This design comes from an exercise in tuning for small area on the open sky130 flow, not from production work. In this exercise RTL edits were held to simulation tests only and were not proved equivalent to the original. Power figures rest on the tool's default switching activity, not on a simulated workload.

== build 34 ==
==> flow/design.v (excerpt) <==
module ALU (
    input Clk,
    input Reset,
    input [7:0] operand_A, operand_B,
    input [3:0] Sel,
    output [7:0] Out,
    output [3:0] Flag);
Size in the first run: ~34 I/O pins, ~2900 sq um of cells after synthesis.
clock: 13.5 ns
lec_check: 0
abc_area: 0
cap_margin: 20
core_margin: 2
core_utilization: 45
gpl_timing_driven: 0
setup_slack_margin: -0.3
slew_margin: 20
synth_hierarchical: 1
synth_minimum_keep_size: 0
tns_end_percent: 0
standard.sh (not shown) runs the stock make flow with config.mk's settings and CLKGATE_MAP_FILE= SYNTH_SCRIPT=/design/flow/synth_recipe.tcl, a recipe that flattens the netlist after the stock synthesis.
==> flow/flow/run.sh <==
#!/bin/bash
set -euo pipefail
export POST_SYNTH_TCL="$(pwd)/flow/downsize.tcl"
export BUFFER_PORTS_ARGS="-buffer_cell sky130_fd_sc_hd__buf_1"
export RECOVER_POWER=100
bash standard.sh > standard.log 2>&1
==> flow/flow/downsize.tcl <==
# POST_SYNTH hook: set every combinational cell of the synthesized netlist to
# the smallest-area drive strength of the same cell (the same name up to the
# _N drive suffix), so that ABC's drive choices, made without placement or
# real loads, do not stay in the layout. The flow's own repair_design and
# repair_timing then upsize only the cells that timing, slew or load need.
set ::ds_dont_use {}
if {[info exists ::env(DONT_USE_CELLS)]} { set ::ds_dont_use $::env(DONT_USE_CELLS) }
proc ds_dont_use {name} {
  foreach pat $::ds_dont_use { if {[string match $pat $name]} { return 1 } }
  return 0
}
set db [ord::get_db]
# smallest master for each base name: lowest area, then highest drive number
array set best {}
foreach lib [$db getLibs] {
  foreach m [$lib getMasters] {
    set n [$m getName]
    if {![regexp {^(sky130_fd_sc_hd__[a-z0-9]+(?:_[a-z0-9]+)*?)_([0-9]+)$} $n -> base drv]} { continue }
    if {[ds_dont_use $n]} { continue }
    set a [expr {[$m getWidth] * [$m getHeight]}]
    if {![info exists best($base)]} {
      set best($base) [list $a $drv $m]
    } else {
      lassign $best($base) ba bd bm
      if {$a < $ba || ($a == $ba && $drv > $bd)} { set best($base) [list $a $drv $m] }
    }
  }
}
set block [ord::get_db_block]
set swapped 0
foreach inst [$block getInsts] {
  set m [$inst getMaster]
  set n [$m getName]
  # registers keep the cell synthesis gave them
  if {[string match "sky130_fd_sc_hd__df*" $n] || [string match "sky130_fd_sc_hd__dl*" $n] || [string match "sky130_fd_sc_hd__sdf*" $n] || [string match "sky130_fd_sc_hd__edf*" $n]} { continue }
  if {![regexp {^(sky130_fd_sc_hd__[a-z0-9]+(?:_[a-z0-9]+)*?)_([0-9]+)$} $n -> base drv]} { continue }
  if {![info exists best($base)]} { continue }
  set bm [lindex $best($base) 2]
  if {[$bm getName] ne $n} {
    puts "downsize [$inst getName] $n -> [$bm getName]"
    $inst swapMaster $bm
    incr swapped
  }
}
puts "downsize: $swapped cells set to their smallest drive strength"
Build 34 | status: complete | timing, DRC, antenna: pass
Changes in build 53 relative to build 34:
# build 34
export LEC_CHECK = 0
export ABC_AREA = 0
export CAP_MARGIN = 20
export CORE_MARGIN = 2
export CORE_UTILIZATION = 45
export GPL_TIMING_DRIVEN = 0
export SETUP_SLACK_MARGIN = -0.3
export SLEW_MARGIN = 20
export SYNTH_HIERARCHICAL = 1
export SYNTH_MINIMUM_KEEP_SIZE = 0
export TNS_END_PERCENT = 0
create_clock -name core_clock -period 13.5 [get_ports {Clk}]
# build 53
export LEC_CHECK = 0
export ABC_AREA = 0
export CAP_MARGIN = 20
export CORE_MARGIN = 2
export CORE_UTILIZATION = 45
export GPL_TIMING_DRIVEN = 0
export SLEW_MARGIN = 20
export SYNTH_HIERARCHICAL = 1
export SYNTH_MINIMUM_KEEP_SIZE = 0
create_clock -name core_clock -period 13.5 [get_ports {Clk}]
--- a/flow/flow/downsize.tcl
+++ b/flow/flow/downsize.tcl
@@ -6,2 +6,2 @@
-set ::ds_dont_use {}
-if {[info exists ::env(DONT_USE_CELLS)]} { set ::ds_dont_use $::env(DONT_USE_CELLS) }
+set dont_use {}
+if {[info exists ::env(DONT_USE_CELLS)]} { set dont_use $::env(DONT_USE_CELLS) }
@@ -9 +9 @@
-  foreach pat $::ds_dont_use { if {[string match $pat $name]} { return 1 } }
+  foreach pat $::dont_use { if {[string match $pat $name]} { return 1 } }
Build 53 is listed as incomplete: the tool reported an error in netlist read-in after synthesis and the run ended there.
Modified inputs, build 52 compared to build 53
==> flow/run.sh (new file) <==
#!/bin/bash
# synth_recipe.tcl (not shown) runs the flow's synth.tcl, then flattens the netlist and writes it again
# the make line also repeats each setting of config.mk as NAME=value (left out here)
make -C /OpenROAD-flow-scripts/flow DESIGN_CONFIG=/design/flow/config.mk WORK_HOME=/design/flow/orfs CLKGATE_MAP_FILE= SYNTH_SCRIPT=/design/flow/synth_recipe.tcl finish
removed: flow/flow/run.sh
removed: flow/flow/downsize.tcl
removed: flow/standard.sh
==> summary.txt <==
Every stage of the flow completed for build 52, and the final layout passed the timing, design-rule and antenna checks.
The following lists how build 71 was set up differently from build 52:
# build 52
export LEC_CHECK = 0
export ABC_AREA = 0
export CAP_MARGIN = 20
export CORE_MARGIN = 2
export CORE_UTILIZATION = 45
export GPL_TIMING_DRIVEN = 0
export SLEW_MARGIN = 20
export SYNTH_HIERARCHICAL = 1
export SYNTH_MINIMUM_KEEP_SIZE = 0
create_clock -name core_clock -period 13.5 [get_ports {Clk}]
# build 71
export LEC_CHECK = 0
export ABC_AREA = 0
export CAP_MARGIN = 20
export CORE_MARGIN = 2
export CORE_UTILIZATION = 45
export CTS_BUF_LIST = sky130_fd_sc_hd__clkbuf_4
export CTS_CLUSTER_SIZE = 20
export GPL_TIMING_DRIVEN = 0
export SETUP_SLACK_MARGIN = 0.15
export SLEW_MARGIN = 20
export SYNTH_HIERARCHICAL = 1
export SYNTH_MINIMUM_KEEP_SIZE = 0
create_clock -name core_clock -period 13.5 [get_ports {Clk}]
==> flow/flow/run.sh (new file) <==
#!/bin/bash
set -euo pipefail
export POST_SYNTH_TCL="$(pwd)/flow/downsize.tcl"
export BUFFER_PORTS_ARGS="-buffer_cell sky130_fd_sc_hd__buf_1"
export RECOVER_POWER=100
export SKIP_INCREMENTAL_REPAIR=1
bash standard.sh > standard.log 2>&1
==> flow/flow/downsize.tcl (new file) <==
# POST_SYNTH hook: set every combinational cell of the synthesized netlist to
# the smallest-area drive strength of the same cell (the same name up to the
# _N drive suffix), so that ABC's drive choices, made without placement or
# real loads, do not stay in the layout. The flow's own repair_design and
# repair_timing then upsize only the cells that timing, slew or load need.
set ::ds_dont_use {}
if {[info exists ::env(DONT_USE_CELLS)]} { set ::ds_dont_use $::env(DONT_USE_CELLS) }
proc ds_dont_use {name} {
  foreach pat $::ds_dont_use { if {[string match $pat $name]} { return 1 } }
  return 0
}
set db [ord::get_db]
# smallest master for each base name: lowest area, then highest drive number
array set best {}
foreach lib [$db getLibs] {
  foreach m [$lib getMasters] {
    set n [$m getName]
    if {![regexp {^(sky130_fd_sc_hd__[a-z0-9]+(?:_[a-z0-9]+)*?)_([0-9]+)$} $n -> base drv]} { continue }
    if {[ds_dont_use $n]} { continue }
    set a [expr {[$m getWidth] * [$m getHeight]}]
    if {![info exists best($base)]} {
      set best($base) [list $a $drv $m]
    } else {
      lassign $best($base) ba bd bm
      if {$a < $ba || ($a == $ba && $drv > $bd)} { set best($base) [list $a $drv $m] }
    }
  }
}
set block [ord::get_db_block]
set swapped 0
foreach inst [$block getInsts] {
  set m [$inst getMaster]
  set n [$m getName]
  # registers keep the cell synthesis gave them
  if {[string match "sky130_fd_sc_hd__df*" $n] || [string match "sky130_fd_sc_hd__dl*" $n] || [string match "sky130_fd_sc_hd__sdf*" $n] || [string match "sky130_fd_sc_hd__edf*" $n]} { continue }
  if {![regexp {^(sky130_fd_sc_hd__[a-z0-9]+(?:_[a-z0-9]+)*?)_([0-9]+)$} $n -> base drv]} { continue }
  if {![info exists best($base)]} { continue }
  set bm [lindex $best($base) 2]
  if {[$bm getName] ne $n} {
    puts "downsize [$inst getName] $n -> [$bm getName]"
    $inst swapMaster $bm
    incr swapped
  }
}
puts "downsize: $swapped cells set to their smallest drive strength"
==> flow/standard.sh (new file) <==
#!/bin/bash
# synth_recipe.tcl (not shown) runs the flow's synth.tcl, then flattens the netlist and writes it again
# the make line also repeats each setting of config.mk as NAME=value (left out here)
make -C /OpenROAD-flow-scripts/flow DESIGN_CONFIG=/design/flow/config.mk WORK_HOME=/design/flow/orfs CLKGATE_MAP_FILE= SYNTH_SCRIPT=/design/flow/synth_recipe.tcl "${@:-finish}"
removed: flow/run.sh
Delta(non-clock buffer area fraction after layout, build 71 - build 52) < 0. Looking at sequential share of power, build 71 sits 3.2 points above build 52. On build 71: maximum frequency is 5.4% lower than what build 52 gave. Reported for build 71 and build 52, sequential cell count turned out identical to the last digit. The higher multi-input gate area in the final layout came out of build 52. Compared with build 52, build 71 shows setup total negative slack lower by 0.066 ns. Final cell count: build 71 and build 52 compared, higher one is build 52. Against build 52, build 71 comes in 0.31 points lower on global routing usage on met3. sky130_fd_sc_hd__clkbuf_1 as the critical-path cell with the highest stage delay was reported by build 71, and sky130_fd_sc_hd__clkdlybuf4s50_1 by build 52. What the final checks of build 71 revealed, after a flow that finished every stage, was a layout that fails on setup timing. Diff build 52 -> build 71 | routed wire length | down by a few percent.

==> afterwards: timing with drivers on the ports <==
In the flow no input, the clock included, has a driving cell. The finished layouts below were timed again as built, in two steps. Step 1, drivers: a clkbuf_16 drives Clk and a buf_2 each remaining input, both assumed. Step 2 also shifts input and output timing later by t, the mid clock arrival at the registers, as if the neighbouring blocks saw the same clock. Slacks: ideal / step 1 / step 2; pairs: ideal / step 1.
run | shift t [ns] | setup slack, ns | hold WS [ns] | worst setup path at the end | worst slew at a driven data input, ns
build 34 | 0.264 | 0.410 / 0.408 / 0.145 | 0.474 / 0.474 / 0.474 | input to register | 0.03
build 52 | 0.258 | 0.691 / 0.693 / 0.436 | 0.455 / 0.455 / 0.455 | input to register | 0.04
build 71 | 0.292 | -0.046 / -0.046 / -0.339 | 0.474 / 0.474 / 0.474 | input to register | 0.03
For build 71, which loses most, drivers alone change the setup slack by 0.000 ns; drivers and shift together by -0.293 ns.
